Source: an optimization exercise on an open RTL-to-GDS flow (aim: small area and a short achievable clock period). Production flows keep margins and buffers that such runs may drop. RTL that was checked went through simulation tests only; none was proved equivalent to the original. For runs 4 to 7, only the layout was checked, not whether the RTL still works.

**flow/config.mk**
```make
export PLATFORM = sky130hd
export DESIGN_NAME = thresholding
export DESIGN_NICKNAME = thresholding
export VERILOG_FILES = /design/flow/design.v
export SDC_FILE = /design/flow/constraint.sdc
export NUM_CORES = 4
export LEC_CHECK = 0
export CAP_MARGIN = 20
export CORE_MARGIN = 2
export CORE_UTILIZATION = 40
export CTS_BUF_LIST = sky130_fd_sc_hd__clkbuf_8
export SLEW_MARGIN = 20
```
**flow/design.v**
```verilog
module thresholding(
    input wire clk, reset, enable,
    input wire signed [11 : 0] sig,
    output wire signed [11 : 0] y,
    output reg done,
    output reg [11 : 0] id
    );
localparam W = 13;
function lt_const11(input [10 : 0] a, input [10 : 0] k);
    integer i;
    reg r;
    begin
        r = 1'b0;
        for (i = 0; i < 11; i = i + 1)
            r = k[i] ? (~a[i] | r) : (~a[i] & r);
        lt_const11 = r;
    end
endfunction
function le_const17(input [16 : 0] a, input [16 : 0] k);
    integer i;
    reg r;
    begin
        r = 1'b1;
        for (i = 0; i < 17; i = i + 1)
            r = k[i] ? (~a[i] | r) : (~a[i] & r);
        le_const17 = r;
    end
endfunction
function [11 : 0] add_const12(input [11 : 0] a, input [11 : 0] k);
    integer i, j, m;
    reg c, t;
    begin
        for (i = 0; i < 12; i = i + 1) begin
            c = 1'b0;
            for (j = 0; j < i; j = j + 1) begin
                if (k[j]) begin
                    t = 1'b1;
                    for (m = i - 1; m > j; m = m - 1)
                        if (!k[m]) t = t & a[m];
                    t = t & a[j];
                    c = c | t;
                end
            end
            add_const12[i] = a[i] ^ k[i] ^ c;
        end
    end
endfunction
reg signed [11 : 0] d [0 : W - 1];    
reg [16 : 0] n;                       
reg first;                            
reg ysel;                             
wire idle = ~id[11] & (&id[10 : 0]);
wire working = ~idle;
reg [11 : 0] id_inc;
reg id_c;
integer k;
always @* begin
    id_c = 1'b1;
    for (k = 0; k < 12; k = k + 1) begin
        id_inc[k] = id[k] ^ id_c;
        id_c = id_c & id[k];
    end
end
wire [11 : 0] x = add_const12(sig, 12'd3138);                
wire wrapx = sig[11] & lt_const11(sig[10 : 0], 11'd958);      
wire [12 : 0] sp = {wrapx, ~sig[11], sig[10 : 0]};
wire f0 = le_const17(n, 17'd90902);           
wire fw = le_const17(n, 17'd65370);           
function cmp_ge(input [13 : 0] spf, input [16 : 0] nn, input f);
    reg [16 : 0] r0, r2, r3, l1c, s1, l2b, s2, cg, cp;
    reg [17 : 0] c1, c2;
    reg [15 : 0] tg, tp;
    integer lv, b;
    begin
        r0 = {3'b000, spf};
        r2 = {1'b0, spf, 2'b00};
        r3 = {spf, 3'b000};
        l1c = {r3[16 : 3], f, r3[1 : 0]};
        s1 = r0 ^ r2 ^ l1c;
        c1 = {(r0 & r2) | (r0 & l1c) | (r2 & l1c), 1'b0};
        l2b = {c1[16 : 3], f, f, f};
        s2 = s1 ^ l2b ^ nn;
        c2 = {(s1 & l2b) | (s1 & nn) | (l2b & nn), 1'b0};
        cg = s2 & c2[16 : 0];
        cp = s2 ^ c2[16 : 0];
        tg = cg[15 : 0];
        tp = cp[15 : 0];
        tg[0] = cg[0] | (cp[0] & f);
        for (lv = 1; lv < 5; lv = lv + 1)
            for (b = 0; b < (16 >> lv); b = b + 1) begin
                tg[b] = tg[2 * b + 1] | (tp[2 * b + 1] & tg[2 * b]);
                tp[b] = tp[2 * b + 1] & tp[2 * b];
            end
        cmp_ge = ~(cp[16] ^ tg[0]);
    end
endfunction
wire cond0 = cmp_ge({1'b0, fw, ~sig[11], sig[10 : 0]}, n, f0);
wire cond1 = cmp_ge({fw, ~fw, ~sig[11], sig[10 : 0]}, n, f0);
wire cond = wrapx ? cond1 : cond0;
wire late = ~id[11] & ((|id[10 : 4]) | (id[3] & id[2]));
wire valid = ~first | late;
wire [11 : 0] d12b = valid ? {~d[W - 1][11], d[W - 1][10 : 0]} : 12'h800;
localparam [16 : 0] KU = 17'd123839;
wire [16 : 0] ea = n ^ {5'd0, d12b} ^ KU;
wire [17 : 0] eb = {(n & {5'd0, d12b}) | (n & KU) | ({5'd0, d12b} & KU), 1'b0};
wire [16 : 0] nsp = {4'b0000, ~sp};
wire [16 : 0] ua = ea ^ eb[16 : 0] ^ nsp;
wire [17 : 0] ub = {(ea & eb[16 : 0]) | (ea & nsp) | (eb[16 : 0] & nsp), 1'b0};
wire [16 : 0] n_next = ua + ub[16 : 0];
assign y = ysel ? d[0] : 12'sd0;
integer j;
always @(posedge clk) begin
    if (working) begin
        for (j = 1; j < W; j = j + 1)
            d[j] <= d[j - 1];
        d[0] <= x;
    end
    if (reset) begin
        n <= 17'd90902;
        first <= 1'b1;
        done <= 1'b0;
        id <= 12'd2047;
    end else begin
        done <= working;
        if (working) begin
            id <= id_inc;
            n <= n_next;
            if (late)
                first <= 1'b0;
        end else begin
            id <= {enable, 11'h7ff};
        end
    end
    ysel <= cond;
end
endmodule
```
**flow/constraint.sdc**
```tcl
create_clock -name core_clock -period 14.0 [get_ports {clk}]
set_input_delay 2.8000 -clock core_clock [delete_from_list [all_inputs] [get_ports {clk}]]
set_output_delay 2.8000 -clock core_clock [all_outputs]
set_load 0.01 [all_outputs]
```
**flow/flow/run.sh**
```bash
#!/bin/bash
set -euo pipefail
bash standard.sh "BUFFER_PORTS_ARGS=-buffer_cell sky130_fd_sc_hd__buf_2" finish > standard.log 2>&1
```
**flow/standard.sh**
```bash
#!/bin/bash
# synth_recipe.tcl (not shown) runs the flow's synth.tcl, then flattens the netlist and writes it again
# the make line also repeats each setting of config.mk as NAME=value (left out here)
make -C /OpenROAD-flow-scripts/flow DESIGN_CONFIG=/design/flow/config.mk WORK_HOME=/design/flow/orfs CLKGATE_MAP_FILE= SYNTH_SCRIPT=/design/flow/synth_recipe.tcl "${@:-finish}"
```
==> impl_metrics.csv, run 1 <==
group,metric,value,unit
worst_setup_path,worst_ep_required_time,14.36,ns
floorplan,row_count,54,
floorplan,die_h,153,um
worst_setup_path,crit-reg2reg-launch,"id[5]",
finish,multi_input_comb_area,0.00323,mm^2
timing,fin_worst_skew,0.0293,ns
finish,mostFrequentLayoutCells,"156 x sky130_fd_sc_hd__edfxtp_1, 81 x sky130_fd_sc_hd__inv_1, 71 x sky130_fd_sc_hd__ha_1, 43 x sky130_fd_sc_hd__fa_1, 39 x sky130_fd_sc_hd__buf_2",
synthesis,ys_async_sr_fraction,0,%
place,routabilityCongestion,0.831,
worst_setup_path,timing.setup.critical_path_class,"primary input to flop",
timing,worst_slew_margin_rel,29.2,%
grt,grtUsageTotal,14.3,%
worst_setup_path,crit_path_cell_trace,"buf_2 -> inv_1 -> fa_1 -> ha_1 -> inv_1 -> fa_1 -> nor2b_1 -> o21ai_0 -> a21o_1 -> a211oi_1 -> o31a_1 -> o21ai_2 -> xnor2_1 -> a22o_1",
hold_path,hold_end,"d[11][9]",
synthesis,yosysSeqAreaShare,59.9,%
synthesis,ys_warn_count,2,
worst_setup_path,cp_launch_point,"sig[1]",
finish,regArea,0.00533,mm^2
worst_setup_path,reg2reg_setup_slack,9.53,ns
timing,drv_slew,0,
routing,wl_per_cell,16.4,um
timing,fin_setup_tns,0,ns
synthesis,synth.avg_cell_area,14.2,um^2
worst_setup_path,critical_path_start_type,"primary input",
synthesis,postSynthCellCount,626,
place,portBuffers,39,
cts,cts_num_sinks,188,
routing,detail_route.first_pass.iterations,4,
hold_path,holdCritPathClass,"flop to flop",
routing,drt_drc_violations_left,0,
grt,number_of_global_route_vias_before_repair,4941,
timing,final-setup-viol-count,0,
cts,clk_latency,0.47,ns
routing,route.vias.total,4791,
cts,number_of_setup_buffers_added_after_cts,0,
finish,mostFrequentLayoutCell,"sky130_fd_sc_hd__edfxtp_1",
routing,finalWirelength,15900,um
routing,route.antenna.remaining_nets,0,
synthesis,yosys_most_used_dff,"sky130_fd_sc_hd__edfxtp_1",
cts,h_tree_levels,4,
finish,area_growth_syn_to_layout,10.9,%
routing,avgViaCountPerCell,4.93,
place,numPlacedInstances,939,
cts,cts_tree,"done",
worst_setup_path,worst_setup_path_end_kind,"flop",
hold_path,hold-path-cell-count,0,
synthesis,synth-edff-count,156,
flow_run,cap_viol_max_count,0,
timing,finalWorstPathRequiredPeriod,5.54,ns
worst_setup_path,worst_r2r_endpoint,"n[15]",
grt,largest_net_degree_at_the_start_of_global_routing,90,
grt,grt_overflow,0,
place,placed_area,0.00943,mm^2
floorplan,start_util,40.7,%
routing,starting_drt_drc_count,251,
worst_setup_path,worstRegToRegCells,20,
finish,fillerInstances,1973,
timing,worstMarginPinSlew,1.06,ns
grt,grt_first_pass_wirelength,25900,um
timing,clock.fmax,181,MHz
cts,clockBufferDepth,2,
finish,final_stage_net_count,807,
floorplan,dieWidth,153,um
finish,layoutNonFillerInstCount,971,
timing,grt_setup_unrepaired,"false",
worst_setup_path,slowest_stage,"sky130_fd_sc_hd__fa_1",
synthesis,netlist-cell-type-count,46,
worst_setup_path,crit_buf_inv,3,
floorplan,io_pins,40,
finish,insertedDiodeCount,0,
timing,post-route-worst-setup-slack,8.46,ns
timing,min_period_over_period,39.6,%
worst_setup_path,worst_stage_delay_on_the_critical_path,0.56,ns
timing,final_hold_viol_count,0,
place,detailed_place_hpwl,11300,um
cts,cts-hold-fix-buffers,0,
synthesis,synth_seq_cells,188,
cts,ctsRootBufferMaster,"sky130_fd_sc_hd__clkbuf_8",
place,pre_cts_slack,8.01,ns
synthesis,synth_fp_nets,755,
worst_setup_path,top_delay_family_on_crit_path,"compound AO/OA/AOI/OAI gates",
grt,number_of_antenna_violations_at_the_first_check_in_global_routing,0,
floorplan,coreArea,0.0218,mm^2
synthesis,mappedNetlistArea,0.00889,mm^2
finish,final_design_area_no_fill,0.00986,mm^2
finish,drive_gt1_share,12.6,%
worst_setup_path,arrival,5.90,ns
status,result_of_the_run,"no timing/DRC/antenna violations",
worst_setup_path,cp_max_fo,5,
hold_path,worst_hold_startpoint,"d[10][9]",
cts,numCtsBuffers,17,
cts,clk_transition_reported_paths,0.12,ns
floorplan,floorplan.die_area,0.0234,mm^2
cts,cts_resized,0,
==> worst max path at each step <==
stage | end | slack, ns | cells after the start
global route | n[15] | 8.31 | 14
detailed placement | n[15] | 8.01 | 14
finish | n[15] | 8.46 | 14
global placement | n[15] | 8.06 | 14
CTS | n[15] | 8.53 | 14
floorplan | d[0][0] | 8.37 | 4
==> synthesized netlist by cell type, types with 7 or more instances <==
master / number / share of area [%]
sky130_fd_sc_hd__nor3_1: 11 / 0.62
sky130_fd_sc_hd__a21oi_1: 23 / 1.3
sky130_fd_sc_hd__or3_1: 11 / 0.77
sky130_fd_sc_hd__nor2_1: 30 / 1.3
sky130_fd_sc_hd__edfxtp_1: 156 / 53
sky130_fd_sc_hd__nand3_1: 9 / 0.51
sky130_fd_sc_hd__dfxtp_1: 32 / 7.2
sky130_fd_sc_hd__ha_1: 71 / 10
sky130_fd_sc_hd__o21ai_0: 17 / 0.96
sky130_fd_sc_hd__inv_1: 80 / 3.4
sky130_fd_sc_hd__nand2_1: 21 / 0.89
sky130_fd_sc_hd__mux2i_1: 7 / 0.79
sky130_fd_sc_hd__xnor2_1: 12 / 1.2
sky130_fd_sc_hd__and2_1: 14 / 0.98
sky130_fd_sc_hd__clkbuf_1: 9 / 0.38
sky130_fd_sc_hd__xor2_1: 10 / 0.98
sky130_fd_sc_hd__fa_1: 43 / 9.7
==> worst reg2reg max path: stages (launching register included) <==
cell and delay (ns):
sky130_fd_sc_hd__dfxtp_1 0.35, sky130_fd_sc_hd__nor4_1 0.30, sky130_fd_sc_hd__nand2_1 0.08, sky130_fd_sc_hd__nor4_1 0.23, sky130_fd_sc_hd__o21ai_0 0.13, sky130_fd_sc_hd__buf_4 0.21, sky130_fd_sc_hd__nand2_1 0.13, sky130_fd_sc_hd__ha_1 0.15
sky130_fd_sc_hd__inv_1 0.05, sky130_fd_sc_hd__fa_1 0.50, sky130_fd_sc_hd__ha_1 0.21, sky130_fd_sc_hd__inv_1 0.08, sky130_fd_sc_hd__fa_1 0.43, sky130_fd_sc_hd__nor2b_1 0.15, sky130_fd_sc_hd__o21ai_0 0.16, sky130_fd_sc_hd__a21o_1 0.23
sky130_fd_sc_hd__a211oi_1 0.35, sky130_fd_sc_hd__o31a_1 0.22, sky130_fd_sc_hd__o21ai_2 0.07, sky130_fd_sc_hd__xnor2_1 0.12, sky130_fd_sc_hd__a22o_1 0.22
==> registers in the layout, summed over array words and instances, names as in the netlist <==
signal,cells
id,12
n,17
ysel,1
d,156
first,1
done,1
==> cell type report <==
type                            instances  area share, %
Sequential cell                       188           54.0
Multi-Input combinational cell        348           32.8
Tap cell                              280           3.55
Inverter                               81           3.13
Clock buffer                           17           2.37
Timing Repair Buffer                   42           2.21
Clock inverter                         15           1.95
==> per-stage QoR <==
step	hold WS, ns	util (%)
2_1_floorplan	0.400	-
3_3_place_gp	0.389	43.2
3_5_place_dp	0.394	43.2
4_1_cts	0.420	45.2
5_1_grt	0.423	45.2
6_report	0.417	45.2
==> logic make-up after synthesis <==
family | share of synthesized area (%)
adders and majority gates | 19.7
DFF | 59.9
and+or+nand+nor | 7.11
xor gates and xnor gates | 2.17
muxes | 0.788
AOI/OAI and AO/OA | 6.59
buffers and inverters | 3.80
==> layer usage <==
layer	up-vias	global-route usage (%)	part of all wire [%]
li1	2314	-	-
met1	2392	19.9	48
met2	74	22.2	46
met3	11	3.46	4.3
met4	0	4.37	0.89
met5	-	0	0
==> run 2: changes to the inputs <==
==> flow/flow/run.sh (replaced) <==
#!/bin/bash
set -euo pipefail
bash standard.sh "BUFFER_PORTS_ARGS=-buffer_cell sky130_fd_sc_hd__buf_2" SETUP_SLACK_MARGIN=9.6 finish > standard.log 2>&1
==> run 2 against run 1 <==
Net effect: critical path depth decreased by 2; flip-flop and latch count unchanged; first-iteration DRC count increased by 12%; global-route usage increased by 0.48 points; fmax increased by 7.9%; area after synthesis unchanged; register-to-register slack improved by 0.35 ns.
==> impl_metrics.csv, run 2 <==
group,metric,value,unit
worst_setup_path,top_delay_family_on_crit_path,"adder cells",
synthesis,ys_async_sr_fraction,0,%
timing,grt_setup_unrepaired,"true",
cts,clockBufferDepth,2,
grt,number_of_antenna_violations_at_the_first_check_in_global_routing,0,
floorplan,start_util,40.7,%
finish,fillerInstances,1875,
synthesis,yosys_most_used_dff,"sky130_fd_sc_hd__edfxtp_1",
routing,starting_drt_drc_count,281,
worst_setup_path,arrival,5.48,ns
place,pre_cts_slack,8.25,ns
synthesis,post-synth-top-count-cell,"sky130_fd_sc_hd__edfxtp_1",
cts,clk_transition_reported_paths,0.11,ns
floorplan,floorplan.die_area,0.0234,mm^2
worst_setup_path,critical_path_start_type,"primary input",
routing,drt_drc_violations_left,0,
timing,worstMarginPinSlew,1.02,ns
floorplan,io_pins,40,
synthesis,synth-edff-count,156,
routing,avgViaCountPerCell,4.94,
routing,detail_route.first_pass.iterations,4,
finish,top_regs,"d x156, n x17, id x12",
synthesis,ys_warn_count,2,
timing,final_hold_viol_count,0,
timing,fin_setup_tns,0,ns
worst_setup_path,path_common_cell,"sky130_fd_sc_hd__fa_1",
timing,fin_worst_skew,0.0160,ns
finish,drive_gt1_share,23.9,%
timing,finalWorstPathRequiredPeriod,5.13,ns
floorplan,dieWidth,153,um
cts,ctsRootBufferMaster,"sky130_fd_sc_hd__clkbuf_8",
cts,h_tree_levels,4,
floorplan,die_h,153,um
floorplan,row_count,54,
synthesis,synth.avg_cell_area,14.2,um^2
grt,grt_overflow,0,
grt,number_of_global_route_vias_before_repair,5001,
finish,insertedDiodeCount,0,
worst_setup_path,crit_path_cell_trace,"buf_8 -> fa_1 -> fa_1 -> ha_1 -> a211o_1 -> a21oi_2 -> nand2_1 -> a41oi_2 -> o211ai_1 -> a31oi_1 -> xnor2_1 -> mux2i_1",
synthesis,postSynthCellCount,626,
synthesis,synth_common_cells,"156 x sky130_fd_sc_hd__edfxtp_1, 80 x sky130_fd_sc_hd__inv_1, 71 x sky130_fd_sc_hd__ha_1",
synthesis,synth.top_cell.area_share,52.7,%
cts,cts_tree,"done",
synthesis,yosysTopAreaCell,"sky130_fd_sc_hd__edfxtp_1",
worst_setup_path,worst_ep_required_time,14.34,ns
place,routabilityCongestion,0.831,
status,result_of_the_run,"no timing/DRC/antenna violations",
finish,largest_register_ff_count,156,
synthesis,yosysSeqAreaShare,59.9,%
synthesis,synth_seq_cells,188,
timing,clock.fmax,195,MHz
place,numPlacedInstances,939,
routing,route.antenna.remaining_nets,0,
routing,finalWirelength,16800,um
place,detailed_place_hpwl,11600,um
cts,cts_num_sinks,188,
timing,min_period_over_period,36.7,%
worst_setup_path,slowest_stage,"sky130_fd_sc_hd__fa_1",
flow_run,cap_viol_max_count,0,
timing,final-setup-viol-count,0,
floorplan,coreArea,0.0218,mm^2
synthesis,synth_fp_nets,755,
cts,numCtsBuffers,17,
routing,route.vias.total,4964,
finish,area_growth_syn_to_layout,18.8,%
finish,largest-register,"d",
timing,worst_slack_on_hold_paths,0.410,ns
synthesis,netlist-cell-type-count,46,
worst_setup_path,worst_setup_path_end_kind,"flop",
grt,grtUsageTotal,14.7,%
timing,drv_slew,0,
hold_path,holdCritPathClass,"flop to flop",
finish,layoutNonFillerInstCount,1005,
timing,worst_slew_margin_rel,31.9,%
routing,wl_per_cell,16.7,um
finish,final_stage_net_count,842,
timing,post-route-worst-setup-slack,8.87,ns
synthesis,mappedNetlistArea,0.00889,mm^2
synthesis,yosys-top-cells-area,"sky130_fd_sc_hd__edfxtp_1 53%, sky130_fd_sc_hd__ha_1 10%, sky130_fd_sc_hd__fa_1 9.7%, sky130_fd_sc_hd__dfxtp_1 7.2%, sky130_fd_sc_hd__inv_1 3.4%",
worst_setup_path,timing.setup.critical_path_class,"primary input to flop",
finish,mostFrequentLayoutCell,"sky130_fd_sc_hd__edfxtp_1",
worst_setup_path,worst_stage_delay_on_the_critical_path,0.53,ns
grt,grt_first_pass_wirelength,26800,um
worst_setup_path,crit_buf_inv,1,
cts,clk_latency,0.46,ns
place,portBuffers,39,
grt,largest_net_degree_at_the_start_of_global_routing,84,
finish,mostFrequentLayoutCells,"156 x sky130_fd_sc_hd__edfxtp_1, 70 x sky130_fd_sc_hd__inv_1, 58 x sky130_fd_sc_hd__ha_1, 41 x sky130_fd_sc_hd__fa_1, 35 x sky130_fd_sc_hd__buf_4",
worst_setup_path,cp_max_fo,6,
run 2: changes by cell type in the layout (fill, tap and decap cells not counted), moves of 10 or more:
cell / previous run / this run
sky130_fd_sc_hd__inv_1: 81 / 70
sky130_fd_sc_hd__ha_1: 71 / 58
sky130_fd_sc_hd__buf_4: 3 / 35
sky130_fd_sc_hd__ha_4: 0 / 11
sky130_fd_sc_hd__buf_2: 39 / 29
run 2: final timing paths:
check | startpoint | to | slack, ns | cells after the start
worst max-delay path | sig[2] | ysel | 8.87 | 12
worst min-delay path | id[0] | id[0] | 0.41 | 1
worst max register to register | id[5] | n[15] | 9.88 | 20
worst min register to register | id[0] | id[0] | 0.41 | 1
run 2: layer usage:
layer	wire, um	part of all wire, %	vias up	global-route usage (%)
li1	-	-	2389	-
met1	7700	46	2457	20.3
met2	8020	48	100	22.8
met3	712	4.2	18	3.80
met4	362	2.2	0	5.25
met5	0	0	-	0
run 2: per-stage QoR:
step	util (%)	instance area, um^2
floorplan	-	9040
global placement	43.9	9580
detailed placement	43.9	9580
CTS	47.2	10300
global route	48.4	10600
finish	48.4	10600
run 2: cell families (layout without fill, tap and decap cells):
kind of cell | count (synthesis) | count (layout) | synth area share, %
flip-flops | 188 | 188 | 59.9
AND/OR/NAND/NOR | 120 | 120 | 7.11
adder cells (fa/ha/maj) | 114 | 114 | 19.7
buffers and inverters | 90 | 189 | 3.80
AO/OA/AOI/OAI | 85 | 85 | 6.59
XOR/XNOR | 22 | 22 | 2.17
multiplexers | 7 | 7 | 0.788
run 2: repair_timing:
action / 4_1_cts / 5_1_grt
endpoints found under the hold margin: 0 / 0
setup buffers: 20 / 15
hold buffers: 0 / 0
pin swaps: 19 / 21
setup endpoints to repair: 12 / 14
resized for setup: 39 / 28
run 2: area by class of cell:
| class | instances | area, um^2 | share of cell area, % |
|---|---|---|---|
| Tap cell | 280 | 350 | 3.32 |
| Inverter | 81 | 349 | 3.30 |
| Sequential cell | 188 | 5330 | 50.4 |
| Clock buffer | 17 | 234 | 2.21 |
| Timing Repair Buffer | 77 | 568 | 5.38 |
| Clock inverter | 14 | 170 | 1.61 |
| Multi-Input combinational cell | 348 | 3570 | 33.8 |
==> run 3: changes to the inputs <==
==> flow/flow/run.sh (replaced) <==
#!/bin/bash
set -euo pipefail
bash standard.sh "BUFFER_PORTS_ARGS=-buffer_cell sky130_fd_sc_hd__buf_2" SETUP_SLACK_MARGIN=9.0 finish > standard.log 2>&1
==> run 3 against run 2 <==
Net effect: clock-buffer cell count is the same; routed wire length fell by 4.5%; non-clock buffer count decreased by 16; worst hold slack improved by 0.0098 ns; first-iteration DRC count decreased by 3.6%; flip-flop and latch count did not move; largest cell class unchanged; highest routed layer unchanged.
==> impl_metrics.csv, run 3 <==
group,metric,value,unit
finish,largest-register,"d",
synthesis,synth_seq_cells,188,
worst_setup_path,crit_path_cell_trace,"buf_12 -> fa_1 -> fa_1 -> ha_4 -> a211o_1 -> a21oi_2 -> nand2_1 -> a41oi_2 -> o211ai_1 -> a31oi_1 -> xnor2_1 -> mux2i_1",
timing,worst_slew_margin_rel,36.1,%
synthesis,synth_area_in_compound_gates,6.59,%
cts,clk_transition_reported_paths,0.10,ns
finish,largest_register_ff_count,156,
synthesis,synth_simple_gate_area_share,7.11,%
grt,largest_net_degree_at_the_start_of_global_routing,82,
place,detailed_place_hpwl,11300,um
cts,h_tree_levels,4,
worst_setup_path,reg2reg_setup_slack,9.99,ns
worst_setup_path,worst_ep_required_time,14.35,ns
worst_setup_path,worst_r2r_endpoint,"n[15]",
routing,avgViaCountPerCell,4.85,
synthesis,post_synth_mux_area_share,0.788,%
routing,finalWirelength,16000,um
timing,min_period_over_period,36.1,%
synthesis,yosys-top-cells-area,"sky130_fd_sc_hd__edfxtp_1 53%, sky130_fd_sc_hd__ha_1 10%, sky130_fd_sc_hd__fa_1 9.7%, sky130_fd_sc_hd__dfxtp_1 7.2%, sky130_fd_sc_hd__inv_1 3.4%",
cts,cts-hold-fix-buffers,0,
cts,clk_latency,0.46,ns
flow_run,cap_viol_max_count,0,
synthesis,yosysTopAreaCell,"sky130_fd_sc_hd__edfxtp_1",
finish,top_regs,"d x156, n x17, id x12",
finish,insertedDiodeCount,0,
timing,fin_setup_tns,0,ns
synthesis,synth_fp_nets,755,
synthesis,mappedNetlistArea,0.00889,mm^2
synthesis,synth_common_cells,"156 x sky130_fd_sc_hd__edfxtp_1, 80 x sky130_fd_sc_hd__inv_1, 71 x sky130_fd_sc_hd__ha_1",
finish,regArea,0.00533,mm^2
synthesis,netlist-cell-type-count,46,
worst_setup_path,crit_buf_inv,1,
worst_setup_path,slowest_stage,"sky130_fd_sc_hd__fa_1",
synthesis,yosys_most_used_dff,"sky130_fd_sc_hd__edfxtp_1",
place,routabilityCongestion,0.886,
routing,route.antenna.remaining_nets,0,
routing,route.vias.total,4803,
synthesis,post-synth-top-count-cell,"sky130_fd_sc_hd__edfxtp_1",
synthesis,synth.top_cell.area_share,52.7,%
cts,clockBufferDepth,2,
grt,number_of_global_route_vias_before_repair,4922,
worst_setup_path,top_delay_family_on_crit_path,"adder cells",
timing,worst_slack_on_hold_paths,0.420,ns
place,numPlacedInstances,939,
synthesis,yosysSeqAreaShare,59.9,%
finish,final_design_area_no_fill,0.0104,mm^2
cts,numCtsBuffers,17,
place,placed_area,0.00954,mm^2
synthesis,synth-edff-count,156,
timing,final_hold_viol_count,0,
cts,cts_tree,"done",
floorplan,die_h,153,um
hold_path,hold_end,"d[10][6]",
synthesis,ys_async_sr_fraction,0,%
worst_setup_path,timing.setup.critical_path_class,"primary input to flop",
timing,final-setup-viol-count,0,
synthesis,synth_xor_xnor_area_share,2.17,%
grt,number_of_antenna_violations_at_the_first_check_in_global_routing,0,
worst_setup_path,path_common_cell,"sky130_fd_sc_hd__fa_1",
status,result_of_the_run,"no timing/DRC/antenna violations",
routing,wl_per_cell,16.2,um
finish,drive_gt1_share,20.8,%
place,portBuffers,39,
place,pre_cts_slack,8.31,ns
worst_setup_path,worstRegToRegCells,20,
finish,mostFrequentLayoutCell,"sky130_fd_sc_hd__edfxtp_1",
hold_path,hold-path-cell-count,0,
floorplan,row_count,54,
timing,drv_slew,0,
finish,post_layout_utilization_of_the_core,47.5,%
cts,cts_num_sinks,188,
worst_setup_path,worst_stage_delay_on_the_critical_path,0.55,ns
floorplan,coreArea,0.0218,mm^2
grt,grtUsageTotal,14.3,%
finish,multi_input_comb_area,0.00350,mm^2
routing,starting_drt_drc_count,271,
timing,worstMarginPinSlew,0.958,ns
synthesis,adder_cell_fraction_of_synth_area,19.7,%
timing,post-route-worst-setup-slack,8.94,ns
grt,grt_overflow,0,
floorplan,dieWidth,153,um
worst_setup_path,crit-reg2reg-launch,"id[5]",
hold_path,holdCritPathClass,"flop to flop",
floorplan,start_util,40.7,%
finish,mostFrequentLayoutCells,"156 x sky130_fd_sc_hd__edfxtp_1, 72 x sky130_fd_sc_hd__inv_1, 60 x sky130_fd_sc_hd__ha_1, 39 x sky130_fd_sc_hd__fa_1, 32 x sky130_fd_sc_hd__dfxtp_1",
routing,detail_route.first_pass.iterations,4,
timing,finalWorstPathRequiredPeriod,5.06,ns
grt,grt_first_pass_wirelength,26100,um
worst_setup_path,cp_launch_point,"sig[2]",
synthesis,synth.avg_cell_area,14.2,um^2
finish,area_growth_syn_to_layout,16.6,%
floorplan,floorplan.die_area,0.0234,mm^2
finish,final_stage_net_count,826,
finish,layoutNonFillerInstCount,990,
floorplan,io_pins,40,
worst_setup_path,critical_path_start_type,"primary input",
worst_setup_path,cp_max_fo,6,
synthesis,postSynthCellCount,626,
timing,clock.fmax,198,MHz
finish,fillerInstances,1883,
synthesis,synth_top_family_by_area,"adder cells",
synthesis,ys_warn_count,2,
timing,grt_setup_unrepaired,"true",
worst_setup_path,arrival,5.41,ns
worst_setup_path,worst_setup_path_end_kind,"flop",
hold_path,worst_hold_startpoint,"d[9][6]",
routing,drt_drc_violations_left,0,
cts,ctsRootBufferMaster,"sky130_fd_sc_hd__clkbuf_8",
timing,fin_worst_skew,0.0217,ns
## run 3: area by class of cell
| type | count | area share (%) |
|---|---|---|
| sequential | 188 | 51.4 |
| multi-input combinational | 348 | 33.7 |
| timing repair buffer | 61 | 4.13 |
| tap | 280 | 3.38 |
| inverter | 81 | 3.27 |
| clock buffer | 17 | 2.26 |
| clock inverter | 15 | 1.86 |
## run 3: worst max path at each step
stage	to	slack (ns)	cells past startpoint
final	ysel	8.94	12
after global routing	ysel	8.85	12
after CTS	ysel	8.88	12
after detailed placement	n[15]	8.31	14
after global placement	n[15]	8.35	14
after floorplan	ysel	8.71	11
## run 3: timing repair
action,CTS,global route
setup buffers,7,12
pin swaps,25,26
resized for setup,29,28
setup endpoints to repair,5,6
## run 3: worst register-to-register path: cells and delay by family, from the launching register on
kind                     cells  cell delay [ns]
XOR/XNOR                     1             0.12
flip-flops                   1             0.35
AND/OR/NAND/NOR              5             0.76
adder cells (fa/ha/maj)      4             1.26
buffers and inverters        3             0.29
AO/OA/AOI/OAI                7             1.15
## run 3: kinds of logic after synthesis
kind of cell | count (synthesis)
compound gates | 85
xor+xnor | 22
fa+ha+maj | 114
buf+inv | 90
flops | 188
mux | 7
simple gates | 120
## run 3: metal layers
layer	GRT usage [%]	routed length [um]
met5	0	0
met4	2.82	33
met3	3.18	569
met2	21.7	7410
met1	21.3	8020
==> run 4: changes to the inputs <==
--- a/flow/design.v
+++ b/flow/design.v
@@ -46,9 +46,9 @@
     end
 endfunction
 reg signed [11 : 0] d [0 : W - 1];    
-reg [16 : 0] n;                       
+reg [16 : 0] m;                       
 reg first;                            
-reg ysel;                             
+reg [7 : 0] grp;                      
 wire idle = ~id[11] & (&id[10 : 0]);
 wire working = ~idle;
 reg [11 : 0] id_inc;
@@ -63,10 +63,14 @@
 end
 wire [11 : 0] x = add_const12(sig, 12'd3138);                
 wire wrapx = sig[11] & lt_const11(sig[10 : 0], 11'd958);      
-wire [12 : 0] sp = {wrapx, ~sig[11], sig[10 : 0]};
+wire [16 : 0] n = m + {{5{~d[0][11]}}, ~d[0]} + 17'd1;       
 wire f0 = le_const17(n, 17'd90902);           
 wire fw = le_const17(n, 17'd65370);           
-function cmp_ge(input [13 : 0] spf, input [16 : 0] nn, input f);
+wire late = ~id[11] & ((|id[10 : 4]) | (id[3] & id[2]));
+wire valid = ~first | late;
+wire [11 : 0] d12 = valid ? d[W - 1] : 12'd0;
+wire [16 : 0] m_next = n + {{5{d12[11]}}, d12};
+function [7 : 0] cmp_grp(input [13 : 0] spf, input [16 : 0] nn, input f);
     reg [16 : 0] r0, r2, r3, l1c, s1, l2b, s2, cg, cp;
     reg [17 : 0] c1, c2;
     reg [15 : 0] tg, tp;
@@ -86,37 +90,31 @@
         tg = cg[15 : 0];
         tp = cp[15 : 0];
         tg[0] = cg[0] | (cp[0] & f);
-        for (lv = 1; lv < 5; lv = lv + 1)
+        for (lv = 1; lv < 3; lv = lv + 1)
             for (b = 0; b < (16 >> lv); b = b + 1) begin
                 tg[b] = tg[2 * b + 1] | (tp[2 * b + 1] & tg[2 * b]);
                 tp[b] = tp[2 * b + 1] & tp[2 * b];
             end
-        cmp_ge = ~(cp[16] ^ tg[0]);
+        cmp_grp = {cp[16], tg[3], tp[3], tg[2], tp[2], tg[1], tp[1], tg[0]};
     end
 endfunction
-wire cond0 = cmp_ge({1'b0, fw, ~sig[11], sig[10 : 0]}, n, f0);
-wire cond1 = cmp_ge({fw, ~fw, ~sig[11], sig[10 : 0]}, n, f0);
-wire cond = wrapx ? cond1 : cond0;
-wire late = ~id[11] & ((|id[10 : 4]) | (id[3] & id[2]));
-wire valid = ~first | late;
-wire [11 : 0] d12b = valid ? {~d[W - 1][11], d[W - 1][10 : 0]} : 12'h800;
-localparam [16 : 0] KU = 17'd123839;
-wire [16 : 0] ea = n ^ {5'd0, d12b} ^ KU;
-wire [17 : 0] eb = {(n & {5'd0, d12b}) | (n & KU) | ({5'd0, d12b} & KU), 1'b0};
-wire [16 : 0] nsp = {4'b0000, ~sp};
-wire [16 : 0] ua = ea ^ eb[16 : 0] ^ nsp;
-wire [17 : 0] ub = {(ea & eb[16 : 0]) | (ea & nsp) | (eb[16 : 0] & nsp), 1'b0};
-wire [16 : 0] n_next = ua + ub[16 : 0];
+wire [7 : 0] grp0 = cmp_grp({1'b0, fw, ~sig[11], sig[10 : 0]}, n, f0);
+wire [7 : 0] grp1 = cmp_grp({fw, ~fw, ~sig[11], sig[10 : 0]}, n, f0);
+wire c16 = grp[6] | (grp[5] & (grp[4] | (grp[3] & (grp[2] | (grp[1] & grp[0])))));
+wire ysel = ~(grp[7] ^ c16);
 assign y = ysel ? d[0] : 12'sd0;
 integer j;
 always @(posedge clk) begin
     if (working) begin
         for (j = 1; j < W; j = j + 1)
             d[j] <= d[j - 1];
+    end
+    if (reset)
+        d[0] <= 12'sd0;
+    else if (working)
         d[0] <= x;
-    end
     if (reset) begin
-        n <= 17'd90902;
+        m <= 17'd90902;
         first <= 1'b1;
         done <= 1'b0;
         id <= 12'd2047;
@@ -124,13 +122,13 @@
         done <= working;
         if (working) begin
             id <= id_inc;
-            n <= n_next;
+            m <= m_next;
             if (late)
                 first <= 1'b0;
         end else begin
             id <= {enable, 11'h7ff};
         end
     end
-    ysel <= cond;
+    grp <= wrapx ? grp1 : grp0;
 end
 endmodule
==> flow/flow/run.sh (replaced) <==
#!/bin/bash
set -euo pipefail
bash standard.sh "BUFFER_PORTS_ARGS=-buffer_cell sky130_fd_sc_hd__buf_2" finish > standard.log 2>&1
==> run 4 against run 3 <==
Net effect: flip-flop and latch count grew 7; clock skew is 0.0081 ns lower; routed wire length is 13% higher; synthesized cell count up 21%; register-to-register slack got worse by 1.5 ns; worst hold slack lost 0.0054 ns; worst setup slack got worse by 0.48 ns; global-route usage increased by 0.87 points; utilization decreased by 2.5 points; critical path depth increased by 7.
==> impl_metrics.csv, run 4 <==
group,metric,value,unit
synthesis,synth_simple_gate_area_share,10.1,%
finish,final_design_area_no_fill,0.0106,mm^2
cts,numCtsBuffers,17,
synthesis,yosys_most_used_dff,"sky130_fd_sc_hd__edfxtp_1",
synthesis,synth_area_in_compound_gates,10.8,%
cts,ctsRootBufferMaster,"sky130_fd_sc_hd__clkbuf_8",
timing,grt_setup_unrepaired,"false",
worst_setup_path,timing.setup.critical_path_class,"flop to flop",
floorplan,start_util,40.8,%
timing,final_hold_viol_count,0,
cts,clk_latency,0.47,ns
worst_setup_path,worst_ep_required_time,14.37,ns
place,pre_cts_slack,8.51,ns
cts,cts_resized,0,
finish,top_regs,"d x156, m x17, id x12",
finish,mostFrequentLayoutCell,"sky130_fd_sc_hd__edfxtp_1",
cts,clockBufferDepth,2,
routing,wl_per_cell,16.0,um
synthesis,synth_fp_nets,877,
synthesis,netlist-cell-type-count,70,
synthesis,synth_xor_xnor_area_share,3.06,%
floorplan,floorplan.die_area,0.0252,mm^2
synthesis,ys_async_sr_fraction,0,%
routing,detail_route.first_pass.iterations,5,
synthesis,synth_top_family_by_area,"adder cells",
finish,final_stage_net_count,924,
floorplan,coreArea,0.0235,mm^2
routing,avgViaCountPerCell,5.05,
routing,drt_drc_violations_left,0,
routing,finalWirelength,18200,um
routing,starting_drt_drc_count,412,
place,routabilityCongestion,0.879,
cts,cts_tree,"done",
flow_run,cap_viol_max_count,0,
synthesis,post-synth-top-count-cell,"sky130_fd_sc_hd__edfxtp_1",
cts,cts-hold-fix-buffers,0,
floorplan,row_count,56,
finish,insertedDiodeCount,0,
floorplan,die_h,159,um
synthesis,ys_warn_count,2,
synthesis,synth_common_cells,"144 x sky130_fd_sc_hd__edfxtp_1, 74 x sky130_fd_sc_hd__ha_1, 71 x sky130_fd_sc_hd__inv_1",
synthesis,synth.avg_cell_area,12.7,um^2
timing,clock.fmax,181,MHz
timing,worst_slack_on_hold_paths,0.415,ns
worst_setup_path,arrival,5.90,ns
timing,worstMarginPinSlew,0.943,ns
worst_setup_path,worst_setup_path_end_kind,"flop",
grt,largest_net_degree_at_the_start_of_global_routing,104,
synthesis,synth.top_cell.area_share,45.2,%
cts,clk_transition_reported_paths,0.11,ns
grt,grt_first_pass_wirelength,30200,um
finish,largest-register,"d",
cts,h_tree_levels,4,
place,placed_area,0.0102,mm^2
worst_setup_path,cp_max_fo,5,
place,detailed_place_hpwl,12700,um
finish,mostFrequentLayoutCells,"144 x sky130_fd_sc_hd__edfxtp_1, 74 x sky130_fd_sc_hd__ha_1, 72 x sky130_fd_sc_hd__inv_1, 58 x sky130_fd_sc_hd__nor2_1, 51 x sky130_fd_sc_hd__dfxtp_1",
timing,fin_setup_tns,0,ns
grt,number_of_global_route_vias_before_repair,5662,
finish,drive_gt1_share,12.3,%
worst_setup_path,critical_path_start_type,"flop",
synthesis,yosys-top-cells-area,"sky130_fd_sc_hd__edfxtp_1 45%, sky130_fd_sc_hd__dfxtp_1 11%, sky130_fd_sc_hd__ha_1 9.7%, sky130_fd_sc_hd__fa_1 6.7%, sky130_fd_sc_hd__inv_1 2.8%",
routing,route.antenna.remaining_nets,0,
timing,worst_slew_margin_rel,37.2,%
grt,grtUsageTotal,15.2,%
worst_setup_path,crit_buf_inv,3,
cts,number_of_setup_buffers_added_after_cts,0,
worst_setup_path,crit_path_cell_trace,"inv_1 -> ha_1 -> fa_1 -> nor2b_1 -> o22ai_1 -> xnor2_1 -> a31oi_1 -> o21ai_0 -> nand4b_1 -> o31ai_1 -> inv_1 -> fa_1 -> fa_1 -> inv_1 -> ha_1 -> a21o_1 -> a21o_1 -> a211oi_1 -> a21oi_1",
finish,area_growth_syn_to_layout,10.3,%
finish,largest_register_ff_count,156,
synthesis,adder_cell_fraction_of_synth_area,16.4,%
finish,fillerInstances,2169,
worst_setup_path,worst_stage_delay_on_the_critical_path,0.63,ns
synthesis,yosysTopAreaCell,"sky130_fd_sc_hd__edfxtp_1",
hold_path,holdCritPathClass,"flop to flop",
grt,number_of_antenna_violations_at_the_first_check_in_global_routing,0,
cts,cts_num_sinks,195,
floorplan,io_pins,40,
timing,final-setup-viol-count,0,
timing,finalWorstPathRequiredPeriod,5.54,ns
floorplan,dieWidth,159,um
timing,min_period_over_period,39.6,%
timing,drv_slew,0,
synthesis,postSynthCellCount,756,
synthesis,synth_seq_cells,195,
status,result_of_the_run,"no timing/DRC/antenna violations",
timing,fin_worst_skew,0.0136,ns
synthesis,yosysSeqAreaShare,55.8,%
worst_setup_path,top_delay_family_on_crit_path,"adder cells",
place,portBuffers,39,
synthesis,post_synth_mux_area_share,0.209,%
grt,grt_overflow,0,
synthesis,synth-edff-count,144,
synthesis,mappedNetlistArea,0.00957,mm^2
routing,route.vias.total,5734,
timing,post-route-worst-setup-slack,8.46,ns
worst_setup_path,slowest_stage,"sky130_fd_sc_hd__o31ai_1",
## run 4: cell types whose count changed after synthesis, sizes merged, moves of 12 or more
cell and delta:
nand2 +16, dfxtp +19, edfxtp -12, a21oi +14, nor2b +21, nor2 +28
## run 4: cell families after synthesis
| kind of cell | Yosys count |
|---|---|
| compound gates | 141 |
| xor+xnor | 31 |
| fa+ha+maj | 106 |
| buf+inv | 92 |
| flops | 195 |
| mux | 2 |
| simple gates | 189 |
## run 4: stage by stage
step,instances,utilization (%)
after floorplan,756,-
after detailed placement,1103,43.3
after global placement,1103,43.3
final,1135,45.0
after CTS,1135,45.0
after global routing,1135,45.0
## run 4: cell type report
class / instances / area (um^2) / share of cell area [%]
repair buffers: 44 / 233 / 2.20
inverters: 76 / 290 / 2.75
clock buffers: 17 / 234 / 2.22
flip-flops and latches: 195 / 5350 / 50.6
well taps: 319 / 399 / 3.78
clock inverters: 15 / 170 / 1.61
multi-input cells: 469 / 3880 / 36.8
## run 4: path summary, 6_finish.rpt
kind	slack, ns	endpoint	from	cells after the start
max reg2reg	8.46	grp[6]	m[0]	19
min reg2reg	0.41	id[0]	id[0]	1
min	0.41	id[0]	id[0]	1
max	8.46	grp[6]	m[0]	19
## run 4: metal layers
metal	track usage (%)	vias to the layer above	routed length [um]
met1	22.3	2816	9280
met2	22.9	94	8090
li1	-	2817	-
met5	0	-	0
met3	3.53	7	683
met4	3.25	0	127
## run 4: worst register-to-register path, stage by stage (launching register included)
cell and delay (ns):
sky130_fd_sc_hd__dfxtp_1 0.34, sky130_fd_sc_hd__inv_1 0.05, sky130_fd_sc_hd__ha_1 0.22, sky130_fd_sc_hd__fa_1 0.41, sky130_fd_sc_hd__nor2b_1 0.26, sky130_fd_sc_hd__o22ai_1 0.15
sky130_fd_sc_hd__xnor2_1 0.38, sky130_fd_sc_hd__a31oi_1 0.18, sky130_fd_sc_hd__o21ai_0 0.28, sky130_fd_sc_hd__nand4b_1 0.27, sky130_fd_sc_hd__o31ai_1 0.63, sky130_fd_sc_hd__inv_1 0.29
sky130_fd_sc_hd__fa_1 0.52, sky130_fd_sc_hd__fa_1 0.51, sky130_fd_sc_hd__inv_1 0.04, sky130_fd_sc_hd__ha_1 0.29, sky130_fd_sc_hd__a21o_1 0.19, sky130_fd_sc_hd__a21o_1 0.17
sky130_fd_sc_hd__a211oi_1 0.22, sky130_fd_sc_hd__a21oi_1 0.06
==> run 5: changes to the inputs <==
==> flow/flow/run.sh (replaced) <==
#!/bin/bash
set -euo pipefail
bash standard.sh "BUFFER_PORTS_ARGS=-buffer_cell sky130_fd_sc_hd__buf_2" SETUP_SLACK_MARGIN=9.0 finish > standard.log 2>&1
==> run 5 against run 4 <==
Net effect: still clean; clock skew is 0.011 ns higher; global-route usage is 0.059 points lower; cell count is 0.53% higher; critical endpoint is now y[0].
==> impl_metrics.csv, run 5 <==
group,metric,value,unit
floorplan,die_h,159,um
finish,top_regs,"d x156, m x17, id x12",
grt,number_of_antenna_violations_at_the_first_check_in_global_routing,0,
worst_setup_path,worst_setup_path_end_kind,"output port",
synthesis,postSynthCellCount,756,
worst_setup_path,arrival,2.08,ns
finish,largest_register_ff_count,156,
synthesis,ys_async_sr_fraction,0,%
synthesis,ys_warn_count,2,
worst_setup_path,path_common_cell,"sky130_fd_sc_hd__a21o_1",
worst_setup_path,crit_path_cell_trace,"a21o_1 -> a21o_1 -> a21oi_1 -> xnor2_2 -> buf_4 -> nor2b_1 -> buf_2",
timing,fin_worst_skew,0.0244,ns
worst_setup_path,slowest_stage,"sky130_fd_sc_hd__dfxtp_1",
routing,route.vias.total,5688,
status,result_of_the_run,"no timing/DRC/antenna violations",
routing,wl_per_cell,16.1,um
cts,clockBufferDepth,2,
worst_setup_path,path_depth,7,
synthesis,yosysTopAreaCell,"sky130_fd_sc_hd__edfxtp_1",
worst_setup_path,worstRegToRegCells,18,
timing,final-setup-viol-count,0,
timing,grt_setup_unrepaired,"false",
synthesis,synth_common_cells,"144 x sky130_fd_sc_hd__edfxtp_1, 74 x sky130_fd_sc_hd__ha_1, 71 x sky130_fd_sc_hd__inv_1",
grt,grt_first_pass_wirelength,29900,um
routing,route.antenna.remaining_nets,0,
grt,grtUsageTotal,15.1,%
hold_path,holdCritPathClass,"flop to flop",
timing,worst_slew_margin_rel,30.7,%
cts,cts_tree,"done",
synthesis,post-synth-top-count-cell,"sky130_fd_sc_hd__edfxtp_1",
cts,ctsRootBufferMaster,"sky130_fd_sc_hd__clkbuf_8",
cts,numCtsBuffers,17,
floorplan,floorplan.die_area,0.0252,mm^2
floorplan,coreArea,0.0235,mm^2
timing,fin_setup_tns,0,ns
timing,clock.fmax,205,MHz
cts,clk_transition_reported_paths,0.11,ns
synthesis,yosysSeqAreaShare,55.8,%
timing,worstMarginPinSlew,1.04,ns
synthesis,netlist-cell-type-count,70,
worst_setup_path,top_delay_family_on_crit_path,"compound AO/OA/AOI/OAI gates",
worst_setup_path,cp_max_fo,7,
routing,detail_route.first_pass.iterations,5,
worst_setup_path,worst_ep_required_time,11.20,ns
grt,grt_overflow,0,
timing,min_period_over_period,34.9,%
floorplan,dieWidth,159,um
routing,finalWirelength,18400,um
cts,clk_latency,0.48,ns
place,detailed_place_hpwl,12800,um
synthesis,yosys-top-cells-area,"sky130_fd_sc_hd__edfxtp_1 45%, sky130_fd_sc_hd__dfxtp_1 11%, sky130_fd_sc_hd__ha_1 9.7%, sky130_fd_sc_hd__fa_1 6.7%, sky130_fd_sc_hd__inv_1 2.8%",
grt,largest_net_degree_at_the_start_of_global_routing,87,
worst_setup_path,crit_buf_inv,2,
floorplan,io_pins,40,
synthesis,synth.avg_cell_area,12.7,um^2
finish,insertedDiodeCount,0,
synthesis,synth_seq_cells,195,
hold_path,hold-path-cell-count,1,
finish,fillerInstances,2198,
timing,drv_slew,0,
place,routabilityCongestion,0.876,
finish,final_stage_net_count,930,
finish,area_growth_syn_to_layout,11.8,%
routing,drt_drc_violations_left,0,
synthesis,synth.top_cell.area_share,45.2,%
synthesis,yosys_most_used_dff,"sky130_fd_sc_hd__edfxtp_1",
place,pre_cts_slack,8.64,ns
timing,final_hold_viol_count,0,
synthesis,synth_fp_nets,877,
finish,largest-register,"d",
worst_setup_path,timing.setup.critical_path_class,"flop to output port",
floorplan,start_util,40.8,%
finish,drive_gt1_share,14.8,%
timing,finalWorstPathRequiredPeriod,4.88,ns
worst_setup_path,worst_stage_delay_on_the_critical_path,0.31,ns
cts,h_tree_levels,4,
worst_setup_path,critical_path_start_type,"flop",
cts,cts_num_sinks,195,
routing,avgViaCountPerCell,4.99,
flow_run,cap_viol_max_count,0,
grt,number_of_global_route_vias_before_repair,5627,
place,portBuffers,39,
finish,mostFrequentLayoutCell,"sky130_fd_sc_hd__edfxtp_1",
synthesis,synth-edff-count,144,
timing,post-route-worst-setup-slack,9.12,ns
finish,mostFrequentLayoutCells,"144 x sky130_fd_sc_hd__edfxtp_1, 74 x sky130_fd_sc_hd__ha_1, 69 x sky130_fd_sc_hd__inv_1, 58 x sky130_fd_sc_hd__nor2_1, 51 x sky130_fd_sc_hd__dfxtp_1",
routing,starting_drt_drc_count,422,
synthesis,mappedNetlistArea,0.00957,mm^2
floorplan,row_count,56,
==> run 5: cell counts after synthesis <==
Identical to the previous run, type by type.
==> run 5: path summary, 6_finish.rpt <==
kind	endpoint	slack [ns]	start
min	id[0]	0.41	id[0]
max	y[0]	9.12	grp[1]
max reg2reg	grp[6]	9.30	d[0][2]
min reg2reg	id[0]	0.41	id[0]
==> run 5: per-stage QoR <==
| stage | util (%) | area [um^2] | hold slack, ns | std cells |
|---|---|---|---|---|
| after floorplan | - | 9580 | 0.400 | 756 |
| after global placement | 43.3 | 10200 | 0.385 | 1103 |
| after detailed placement | 43.3 | 10200 | 0.393 | 1103 |
| after CTS | 45.2 | 10600 | 0.416 | 1136 |
| after global routing | 45.6 | 10700 | 0.416 | 1141 |
| final | 45.6 | 10700 | 0.413 | 1141 |
==> run 5: metal layers <==
layer	routed length, um	GRT usage [%]
met1	9340	22.1
met2	8340	23.0
met3	669	2.66
met4	69	4.17
met5	0	0
==> run 5: cell type report <==
class,instances,area (um^2),share of cell area [%]
Sequential cell,195,5350,49.9
Multi-Input combinational cell,469,3980,37.1
Tap cell,319,399,3.73
Inverter,76,294,2.75
Timing Repair Buffer,50,278,2.59
Clock buffer,17,234,2.19
Clock inverter,15,180,1.68
==> run 5: cell families after synthesis <==
kind of cell / after synthesis / share of synthesized area (%)
AND/OR/NAND/NOR: 189 / 10.1
buffers and inverters: 92 / 3.61
AO/OA/AOI/OAI: 141 / 10.8
flip-flops: 195 / 55.8
adder cells (fa/ha/maj): 106 / 16.4
multiplexers: 2 / 0.209
XOR/XNOR: 31 / 3.06
==> run 5: timing repair <==
action	CTS	global route
buffers inserted	1	5
resized for setup	3	12
setup endpoints to repair	13	1
cloned	0	0
pin swaps	1	4
hold buffers	0	0
endpoints found under the hold margin	0	0
==> run 6: changes to the inputs <==
==> flow/flow/run.sh (replaced) <==
#!/bin/bash
set -euo pipefail
bash standard.sh "BUFFER_PORTS_ARGS=-buffer_cell sky130_fd_sc_hd__buf_2" SETUP_SLACK_MARGIN=9.5 finish > standard.log 2>&1
==> run 6 against run 5 <==
Net effect: register-to-register slack better by 0.09 ns; critical endpoint is now y[1]; first-iteration DRC count is 4.5% lower; still clean; via count is 1.9% higher; final area is 3.3% higher; non-clock buffer count is 9 higher.
==> impl_metrics.csv, run 6 <==
group,metric,value,unit
floorplan,row_count,56,
synthesis,yosysTopAreaCell,"sky130_fd_sc_hd__edfxtp_1",
grt,largest_net_degree_at_the_start_of_global_routing,99,
synthesis,ys_async_sr_fraction,0,%
synthesis,netlist-cell-type-count,70,
timing,final_hold_viol_count,0,
routing,avgViaCountPerCell,5.04,
floorplan,io_pins,40,
timing,drv_slew,0,
timing,post-route-worst-setup-slack,9.26,ns
cts,cts_num_sinks,195,
worst_setup_path,critical_path_start_type,"flop",
finish,largest_register_ff_count,156,
timing,fin_setup_tns,0,ns
grt,grtUsageTotal,15.3,%
synthesis,synth_fp_nets,877,
finish,largest-register,"d",
cts,clk_latency,0.47,ns
routing,detail_route.first_pass.iterations,5,
finish,area_growth_syn_to_layout,15.6,%
grt,number_of_antenna_violations_at_the_first_check_in_global_routing,0,
timing,worstMarginPinSlew,0.944,ns
floorplan,dieWidth,159,um
flow_run,cap_viol_max_count,0,
synthesis,yosysSeqAreaShare,55.8,%
routing,met3_wirelength,808,um
timing,clock.fmax,211,MHz
synthesis,yosys_most_used_dff,"sky130_fd_sc_hd__edfxtp_1",
synthesis,synth_common_cells,"144 x sky130_fd_sc_hd__edfxtp_1, 74 x sky130_fd_sc_hd__ha_1, 71 x sky130_fd_sc_hd__inv_1",
finish,top_regs,"d x156, m x17, id x12",
finish,mostFrequentLayoutCells,"144 x sky130_fd_sc_hd__edfxtp_1, 69 x sky130_fd_sc_hd__inv_1, 67 x sky130_fd_sc_hd__ha_1, 48 x sky130_fd_sc_hd__nor2_1, 47 x sky130_fd_sc_hd__dfxtp_1",
synthesis,synth.avg_cell_area,12.7,um^2
grt,grt_overflow,0,
routing,wl_per_cell,16.2,um
synthesis,synth.top_cell.area_share,45.2,%
routing,m1WireLength,9280,um
place,routabilityCongestion,0.859,
routing,finalWirelength,18700,um
timing,fin_worst_skew,0.0194,ns
floorplan,floorplan.die_area,0.0252,mm^2
finish,insertedDiodeCount,0,
place,pre_cts_slack,8.63,ns
routing,highest_layer,"met4",
synthesis,ys_warn_count,2,
routing,drt_drc_violations_left,0,
cts,h_tree_levels,4,
routing,starting_drt_drc_count,403,
timing,grt_setup_unrepaired,"true",
timing,worst_slew_margin_rel,37.1,%
grt,grt_first_pass_wirelength,30700,um
cts,cts_tree,"done",
floorplan,die_h,159,um
place,placed_area,0.0102,mm^2
place,portBuffers,39,
timing,finalWorstPathRequiredPeriod,4.74,ns
routing,route.antenna.remaining_nets,0,
synthesis,synth-edff-count,144,
worst_setup_path,worst_setup_path_end_kind,"output port",
synthesis,synth_seq_cells,195,
worst_setup_path,arrival,1.94,ns
worst_setup_path,worst_ep_required_time,11.20,ns
routing,route.met2.wl,8320,um
finish,multi_input_comb_area,0.00419,mm^2
cts,clk_transition_reported_paths,0.11,ns
synthesis,postSynthCellCount,756,
finish,mostFrequentLayoutCell,"sky130_fd_sc_hd__edfxtp_1",
timing,final-setup-viol-count,0,
grt,number_of_global_route_vias_before_repair,5890,
finish,drive_gt1_share,20.1,%
routing,route.vias.total,5796,
worst_setup_path,timing.setup.critical_path_class,"flop to output port",
worst_setup_path,cp_max_fo,6,
synthesis,yosys-top-cells-area,"sky130_fd_sc_hd__edfxtp_1 45%, sky130_fd_sc_hd__dfxtp_1 11%, sky130_fd_sc_hd__ha_1 9.7%, sky130_fd_sc_hd__fa_1 6.7%, sky130_fd_sc_hd__inv_1 2.8%",
hold_path,holdCritPathClass,"flop to flop",
cts,numCtsBuffers,17,
cts,ctsRootBufferMaster,"sky130_fd_sc_hd__clkbuf_8",
finish,fillerInstances,2097,
floorplan,coreArea,0.0235,mm^2
status,result_of_the_run,"no timing/DRC/antenna violations",
synthesis,mappedNetlistArea,0.00957,mm^2
timing,min_period_over_period,33.8,%
finish,final_design_area_no_fill,0.0111,mm^2
cts,clockBufferDepth,2,
finish,final_stage_net_count,940,
worst_setup_path,reg2reg_setup_slack,9.39,ns
synthesis,post-synth-top-count-cell,"sky130_fd_sc_hd__edfxtp_1",
floorplan,start_util,40.8,%
finish,regArea,0.00535,mm^2
place,detailed_place_hpwl,12600,um
==> run 6: cell counts after synthesis <==
No cell type changed its count.
==> run 6: worst paths after layout <==
path                               from  endpoint  cells past startpoint
worst max-delay path             grp[0]      y[1]                      8
worst min-delay path            d[6][5]   d[7][5]                      0
worst max register to register     m[0]    grp[6]                     19
worst min register to register  d[6][5]   d[7][5]                      0
==> run 6: stage by stage <==
| stage | hold slack (ns) | cells | util, % |
|---|---|---|---|
| global route | 0.419 | 1151 | 47.1 |
| global placement | 0.389 | 1102 | 43.4 |
| CTS | 0.416 | 1142 | 46.4 |
| floorplan | 0.400 | 756 | - |
| detailed placement | 0.396 | 1102 | 43.4 |
| finish | 0.411 | 1151 | 47.1 |
==> run 6: critical path, stage by stage, from the launching register on <==
cell                      delay [ns]
sky130_fd_sc_hd__dfxtp_2        0.34
sky130_fd_sc_hd__a21o_1         0.18
sky130_fd_sc_hd__a21o_1         0.19
sky130_fd_sc_hd__a21oi_4        0.16
sky130_fd_sc_hd__buf_6          0.14
sky130_fd_sc_hd__xnor2_4        0.08
sky130_fd_sc_hd__buf_12         0.16
sky130_fd_sc_hd__nor2_4         0.11
sky130_fd_sc_hd__buf_6          0.11
==> run 6: routing by layer <==
layer / GRT usage (%) / vias up
li1: - / 2848
met1: 22.3 / 2834
met2: 23.2 / 98
met3: 3.53 / 16
met4: 3.71 / 0
met5: 0 / -
==> run 6: repair_timing <==
action | CTS | global route
pin swaps | 7 | 12
setup buffers | 7 | 9
gates resized for setup | 48 | 26
setup endpoints to repair | 15 | 16
hold buffers | 0 | 0
gates cloned | 1 | 0
==> run 6: cells by family after synthesis <==
group | synth area share (%)
mux | 0.209
xor+xnor | 3.06
flops | 55.8
buf+inv | 3.61
fa+ha+maj | 16.4
simple gates | 10.1
compound gates | 10.8
==> run 6: layout make-up <==
type | instances | share of cell area [%]
Timing Repair Buffer | 59 | 3.88
Multi-Input combinational cell | 470 | 37.9
Inverter | 76 | 2.66
Clock inverter | 15 | 1.48
Tap cell | 319 | 3.61
Clock buffer | 17 | 2.11
Sequential cell | 195 | 48.4
==> run 7: changes to the inputs <==
--- a/flow/config.mk
+++ b/flow/config.mk
@@ -9,4 +9,6 @@
 export CORE_MARGIN = 2
 export CORE_UTILIZATION = 40
 export CTS_BUF_LIST = sky130_fd_sc_hd__clkbuf_8
+export CTS_CLUSTER_DIAMETER = 200
+export CTS_CLUSTER_SIZE = 60
 export SLEW_MARGIN = 20
==> run 7 against run 6 <==
Net effect: utilization stayed put; global-route usage stayed put; register-to-register slack hardly changed; area after synthesis stayed put; still clean; cell count stayed put.
==> impl_metrics.csv, run 7 <==
group,metric,value,unit
grt,grt_overflow,0,
status,result_of_the_run,"no timing/DRC/antenna violations",
finish,layoutNonFillerInstCount,1151,
synthesis,synth_seq_cells,195,
cts,numCtsBuffers,17,
cts,clk_transition_reported_paths,0.11,ns
timing,worst_slew_margin_rel,37.1,%
grt,number_of_global_route_vias_before_repair,5890,
grt,use_met3,3.53,%
floorplan,start_util,40.8,%
timing,fin_setup_tns,0,ns
timing,grt_setup_unrepaired,"true",
hold_path,holdCritPathClass,"flop to flop",
grt,gr-max-usage-layer,"met2",
synthesis,netlist-cell-type-count,70,
worst_setup_path,timing.setup.critical_path_class,"flop to output port",
synthesis,post-synth-top-count-cell,"sky130_fd_sc_hd__edfxtp_1",
routing,avgViaCountPerCell,5.04,
cts,ctsRootBufferMaster,"sky130_fd_sc_hd__clkbuf_8",
timing,worstMarginPinSlew,0.944,ns
floorplan,io_pins,40,
routing,drt_drc_violations_left,0,
synthesis,synth_common_cells,"144 x sky130_fd_sc_hd__edfxtp_1, 74 x sky130_fd_sc_hd__ha_1, 71 x sky130_fd_sc_hd__inv_1",
worst_setup_path,worst_stage_delay_on_the_critical_path,0.34,ns
grt,grt_first_pass_wirelength,30700,um
timing,final-setup-viol-count,0,
routing,starting_drt_drc_count,403,
finish,largest_register_ff_count,156,
grt,routing_usage_on_met1,22.3,%
synthesis,ys_warn_count,2,
flow_run,cap_viol_max_count,0,
finish,final_stage_net_count,940,
grt,grtUsageTotal,15.3,%
cts,h_tree_levels,4,
routing,route.vias.total,5796,
worst_setup_path,cp_max_fo,6,
floorplan,coreArea,0.0235,mm^2
finish,drive_gt1_share,20.1,%
synthesis,synth.avg_cell_area,12.7,um^2
finish,mostFrequentLayoutCell,"sky130_fd_sc_hd__edfxtp_1",
finish,insertedDiodeCount,0,
routing,detail_route.first_pass.iterations,5,
finish,largest-register,"d",
floorplan,row_count,56,
synthesis,synth_fp_nets,877,
place,pre_cts_slack,8.63,ns
synthesis,ys_async_sr_fraction,0,%
[run 7: worst paths after layout]
check	start	end	slack [ns]	cells past startpoint
max	grp[0]	y[1]	9.26	8
min	d[6][5]	d[7][5]	0.41	0
max reg2reg	m[0]	grp[6]	9.39	19
min reg2reg	d[6][5]	d[7][5]	0.41	0
[run 7: kinds of logic after synthesis]
kind of cell | count (synthesis) | share of synthesized area [%]
compound gates | 141 | 10.8
flops | 195 | 55.8
simple gates | 189 | 10.1
mux | 2 | 0.209
fa+ha+maj | 106 | 16.4
buf+inv | 92 | 3.61
xor+xnor | 31 | 3.06
[run 7: metal layers]
metal  wire length (um)  share of wire, %  up-vias
met1               9280                50     2834
met4                243               1.3        0
li1                   -                 -     2848
met5                  0                 0        -
met3                808               4.3       16
met2               8320                45       98
[run 7: per-stage QoR]
step	utilization, %	area (um^2)
after floorplan	-	9610
after global placement	43.4	10200
after detailed placement	43.4	10200
after CTS	46.4	10900
after global routing	47.1	11100
final	47.1	11100
[run 7: final cells by class]
| type | instances | area, um^2 |
|---|---|---|
| clock inverter | 15 | 164 |
| tap | 319 | 399 |
| sequential | 195 | 5350 |
| inverter | 76 | 294 |
| multi-input combinational | 470 | 4190 |
| clock buffer | 17 | 234 |
| timing repair buffer | 59 | 429 |
| fill | 2097 | 12400 |
[run 7: critical path: cells and delay by family (launching register included)]
family | cells | cell delay (ns)
AOI/OAI and AO/OA | 3 | 0.53
buffers and inverters | 3 | 0.41
DFF | 1 | 0.34
and+or+nand+nor | 1 | 0.11
xor gates and xnor gates | 1 | 0.08
[run 7: what timing repair did]
| item | 4_1_cts | 5_1_grt |
|---|---|---|
| gates resized for setup | 48 | 26 |
| pin swaps | 7 | 12 |
| setup buffers | 7 | 9 |
| setup endpoints to repair | 15 | 16 |
| endpoints found under the hold margin | 0 | 0 |
| gates cloned | 1 | 0 |

port drivers added, routing unchanged:
How much do the figures lean on ideal ports? The routed layouts below were timed once more, with nothing changed but the port constraints. Step 1 assumes that a clkbuf_16 drives the clock port and a buf_2 every other input. Step 2 adds t to the input delays and takes it off the output delays; t is the mean of the earliest and latest rising clock arrival at the registers after step 1. Input paths then give back, and output paths get back, about the clock's delay inside the block. Three values: no drivers, after step 1, after step 2; two values: the first two.
run	t (ns)	setup WS [ns]	worst setup path at the end	slew at the worst register clock pin (ns)	worst slew at a driven data input, ns
run 1	0.497	8.461 / 8.444 / 7.947	input to register	0.12 / 0.12	0.05
run 2	0.488	8.866 / 8.820 / 8.332	input to register	0.11 / 0.11	0.12
run 3	0.487	8.940 / 8.895 / 8.407	input to register	0.11 / 0.11	0.11
run 4	0.504	8.463 / 8.463 / 8.463	register to register	0.11 / 0.11	0.04
run 5	0.504	9.119 / 9.079 / 8.831	input to register	0.12 / 0.12	0.05
run 6	0.501	9.262 / 9.219 / 8.822	input to register	0.11 / 0.11	0.04
run 7	0.501	9.262 / 9.219 / 8.822	input to register	0.11 / 0.11	0.04
After both steps setup and hold are still met in every run listed. The setup slack of run 2, which loses most, moves by -0.046 ns with the drivers and by -0.534 ns with both steps.
